Source: an optimization exercise on an open RTL-to-GDS flow (aim: small area and a short achievable clock period). Production flows keep margins and buffers that such runs may drop.
Where RTL was checked, it was by simulation tests only, not by an equivalence proof against the original.
Power and IR drop assume default switching activity. The flow treats the clock pin as an ideal source, which a real chip does not have.

// pipelinediv
module pipelinediv (clock, dividend, divisor, quotient, remainder);
input clock;
input [31:0] dividend;
input [15:0] divisor;
output [31:0] quotient;
output [15:0] remainder;
reg [31:0] x0;
reg [15:0] d0;
always @(posedge clock) begin x0 <= dividend; d0 <= ~divisor; end
wire [0:0] g1s0_s = x0[31];
wire [0:0] g1s0_g = g1s0_s[0] | d0[0];
wire [0:0] g1s0_p = g1s0_s[0:0] ^ d0[0:0];
wire [0:0] g1s0_b = {1'b1};
wire g1s0_q = g1s0_g[0] & (&d0[15:1]);
wire [0:0] g1s0_df = g1s0_p[0:0] ^ g1s0_b[0:0];
wire [0:0] g1s0_r = g1s0_q ? g1s0_df : g1s0_s[0:0];
wire [31:0] g1s0_x = {x0[30:0], g1s0_q};
reg [31:0] x1;
reg [15:0] d1;
reg [0:0] r1;
always @(posedge clock) begin x1 <= g1s0_x; d1 <= d0; r1 <= g1s0_r; end
wire [1:0] g2s0_s = {r1, x1[31]};
wire [1:0] g2s0_g = {g2s0_s[1:1] & d1[1:1], g2s0_s[0] | d1[0]};
wire [1:0] g2s0_p = g2s0_s[1:0] ^ d1[1:0];
wire g2s0_G0_1 = g2s0_g[1] | (g2s0_p[1] & g2s0_g[0]);
wire [1:0] g2s0_b = {g2s0_g[0], 1'b1};
  ...
clock: 18.0 ns
lec_check: 0
cap_margin: 20
core_margin: 2
core_utilization: 75
place_density: 0.85
slew_margin: 20
standard.sh (not shown) runs the stock make flow with config.mk's settings and CLKGATE_MAP_FILE= SYNTH_SCRIPT=/design/flow/synth_recipe.tcl, a recipe that flattens the netlist after the stock synthesis.
==> flow/flow/run.sh <==
#!/bin/bash
set -euo pipefail
bash standard.sh "BUFFER_PORTS_ARGS=-buffer_cell sky130_fd_sc_hd__buf_2" "CTS_ARGS=-sink_clustering_enable -repair_clock_nets -dont_use_dummy_load -buf_list sky130_fd_sc_hd__clkbuf_16 -sink_clustering_size 25 -sink_clustering_max_diameter 60" finish > make_finish.log 2>&1
==> next run, changes <==
==> flow/flow/run.sh (replaced) <==
#!/bin/bash
set -euo pipefail
bash standard.sh "BUFFER_PORTS_ARGS=-buffer_cell sky130_fd_sc_hd__buf_2" "CTS_ARGS=-sink_clustering_enable -repair_clock_nets -dont_use_dummy_load -buf_list sky130_fd_sc_hd__clkbuf_16 -sink_clustering_size 36 -sink_clustering_max_diameter 100" finish > make_finish.log 2>&1
CORE_UTILIZATION = 70   (was 75)
PLACE_DENSITY = 0.8   (was 0.85)
Effect: Final area came out lower by 1.3%; combinational power came out lower by about 3%; die area came out higher by 7.0%; synthesized area stays the same; first-iteration DRC count came out lower by 28%; power came out lower by 5.3%; hold slack gets worse by 0.010 ns; clock-buffer cell count came out lower by 35; maximum frequency hardly moves.
==> next run, changes <==
==> flow/flow/run.sh (replaced) <==
#!/bin/bash
set -euo pipefail
bash standard.sh "BUFFER_PORTS_ARGS=-buffer_cell sky130_fd_sc_hd__buf_2" "CTS_ARGS=-sink_clustering_enable -repair_clock_nets -dont_use_dummy_load -buf_list sky130_fd_sc_hd__clkbuf_16 -sink_clustering_size 30 -sink_clustering_max_diameter 80" "SETUP_SLACK_MARGIN=13.5" finish > make_finish.log 2>&1
- The new run finished with timing, DRC and antenna clean
- via count climbs slightly
- power goes up by a few percent
- worst setup slack gains 0.036 ns
- count of clock-buffer cells in the layout rose by 16
- cell count went up slightly
- sequential cell count is unchanged
- cell area came out higher slightly
- synthesized cell count does not change
- synthesized area is unchanged


## alpha
pipelinediv, a different RTL version from the one above (not shown whole).
Size: roughly 56000 µm² of cells after synthesis.
==> flow/design.v (excerpt) <==
module pipelinediv (clock, dividend, divisor, quotient, remainder);
input clock;
input [31:0] dividend;
input [15:0] divisor;
output [31:0] quotient;
output [15:0] remainder;
reg [31:0] x0;
reg [15:0] d0;
always @(posedge clock) begin x0 <= dividend; d0 <= ~divisor; end
wire [0:0] g1s0_s = x0[31];
wire [0:0] g1s0_g = g1s0_s[0] | d0[0];
wire [0:0] g1s0_p = g1s0_s[0:0] ^ d0[0:0];
wire [0:0] g1s0_b = {1'b1};
wire g1s0_q = g1s0_g[0] & (&d0[15:1]);
wire [0:0] g1s0_df = g1s0_p[0:0] ^ g1s0_b[0:0];
wire [0:0] g1s0_r = g1s0_q ? g1s0_df : g1s0_s[0:0];
wire [31:0] g1s0_x = {x0[30:0], g1s0_q};
reg [31:0] x1;
reg [15:0] d1;
reg [0:0] r1;
always @(posedge clock) begin x1 <= g1s0_x; d1 <= d0; r1 <= g1s0_r; end
wire [1:0] g2s0_s = {r1, x1[31]};
wire [1:0] g2s0_g = {g2s0_s[1:1] & d1[1:1], g2s0_s[0] | d1[0]};
wire [1:0] g2s0_p = g2s0_s[1:0] ^ d1[1:0];
wire g2s0_G0_1 = g2s0_g[1] | (g2s0_p[1] & g2s0_g[0]);
wire [1:0] g2s0_b = {g2s0_g[0], 1'b1};
wire g2s0_q = g2s0_G0_1 & (&d1[15:2]);
wire [1:0] g2s0_df = g2s0_p[1:0] ^ g2s0_b[1:0];
wire [1:0] g2s0_r = g2s0_q ? g2s0_df : g2s0_s[1:0];
wire [31:0] g2s0_x = {x1[30:0], g2s0_q};
reg [31:0] x2;
reg [15:0] d2;
reg [1:0] r2;
always @(posedge clock) begin x2 <= g2s0_x; d2 <= d1; r2 <= g2s0_r; end
wire [2:0] g3s0_s = {r2, x2[31]};
wire [2:0] g3s0_g = {g3s0_s[2:1] & d2[2:1], g3s0_s[0] | d2[0]};
wire [2:0] g3s0_p = g3s0_s[2:0] ^ d2[2:0];
wire g3s0_G0_1 = g3s0_g[1] | (g3s0_p[1] & g3s0_g[0]);
wire g3s0_G1_2 = g3s0_g[2] | (g3s0_p[2] & g3s0_G0_1);
wire [2:0] g3s0_b = {g3s0_G0_1, g3s0_g[0], 1'b1};
wire g3s0_q = g3s0_G1_2 & (&d2[15:3]);
  ...
export LEC_CHECK = 0
export CAP_MARGIN = 20
export CORE_MARGIN = 2
export CORE_UTILIZATION = 70
export PLACE_DENSITY = 0.8
export SLEW_MARGIN = 20
create_clock -name core_clock -period 18.0 [get_ports {clock}]
==> flow/flow/run.sh <==
#!/bin/bash
set -euo pipefail
bash standard.sh "BUFFER_PORTS_ARGS=-buffer_cell sky130_fd_sc_hd__buf_2" "CTS_ARGS=-sink_clustering_enable -repair_clock_nets -dont_use_dummy_load -buf_list sky130_fd_sc_hd__clkbuf_16 -sink_clustering_size 30 -sink_clustering_max_diameter 80" finish > make_finish.log 2>&1
alpha: PASS, flow complete, no timing, DRC or antenna violations
### alpha -> beta
==> flow/flow/run.sh <==
#!/bin/bash
set -euo pipefail
bash standard.sh "BUFFER_PORTS_ARGS=-buffer_cell sky130_fd_sc_hd__buf_2" "CTS_ARGS=-sink_clustering_enable -repair_clock_nets -dont_use_dummy_load -buf_list sky130_fd_sc_hd__clkbuf_16 -sink_clustering_size 30 -sink_clustering_max_diameter 80" "SETUP_SLACK_MARGIN=13.4" finish > make_finish.log 2>&1
[summary]
Delta (beta minus alpha): setup slack of the most critical reg-to-reg path went up 0.63 ns; clock skew went up 0.0086 ns; net count reported at finish went up 2.3%.
As far as post-synthesis average cell area goes, beta and alpha are indistinguishable; the numbers are identical.
Side by side, minimum setup slack after placement turned out lower in beta than in alpha.
Taking alpha as the reference, in beta hold slack shows an increase of 0.0052 ns, initial antenna violation count lost 2, final instance count without filler cells moved up.
beta was carried through to the last stage, and its layout satisfied the timing, DRC and antenna checks.
No functional check of the RTL was part of any run of this note.

==> static timing again, ports no longer ideal <==
How much do the figures lean on ideal ports? The routed layouts below were timed once more, with nothing changed but the port constraints. Step 1 assumes that a clkbuf_16 drives the clock port and a buf_2 every other input. Step 2, shift: input delay + t, output delay - t, t = (earliest + latest rising clock arrival at the registers) / 2. This alone moves slack from input paths to output paths. Slacks: ideal / step 1 / step 2; pairs: ideal / step 1.
run | shift t [ns] | setup slack, ns | clock arrival spread, ns | worst register clock-pin slew, ns | worst data-port slew with drivers (ns)
the first run of note 1 | 0.710 | 13.265 / 13.200 / 13.500 | 0.065 / 0.064 | 0.10 / 0.10 | 0.05
the second run of note 1 | 0.708 | 13.255 / 13.193 / 13.605 | 0.069 / 0.068 | 0.12 / 0.12 | 0.05
the third run of note 1 | 0.682 | 13.291 / 13.228 / 13.726 | 0.083 / 0.083 | 0.11 / 0.11 | 0.05
alpha | 0.694 | 12.710 / 12.710 / 12.710 | 0.083 / 0.082 | 0.12 / 0.12 | 0.09
beta | 0.695 | 13.283 / 13.216 / 13.339 | 0.079 / 0.079 | 0.11 / 0.11 | 0.07
After both steps every run listed still meets setup and hold.
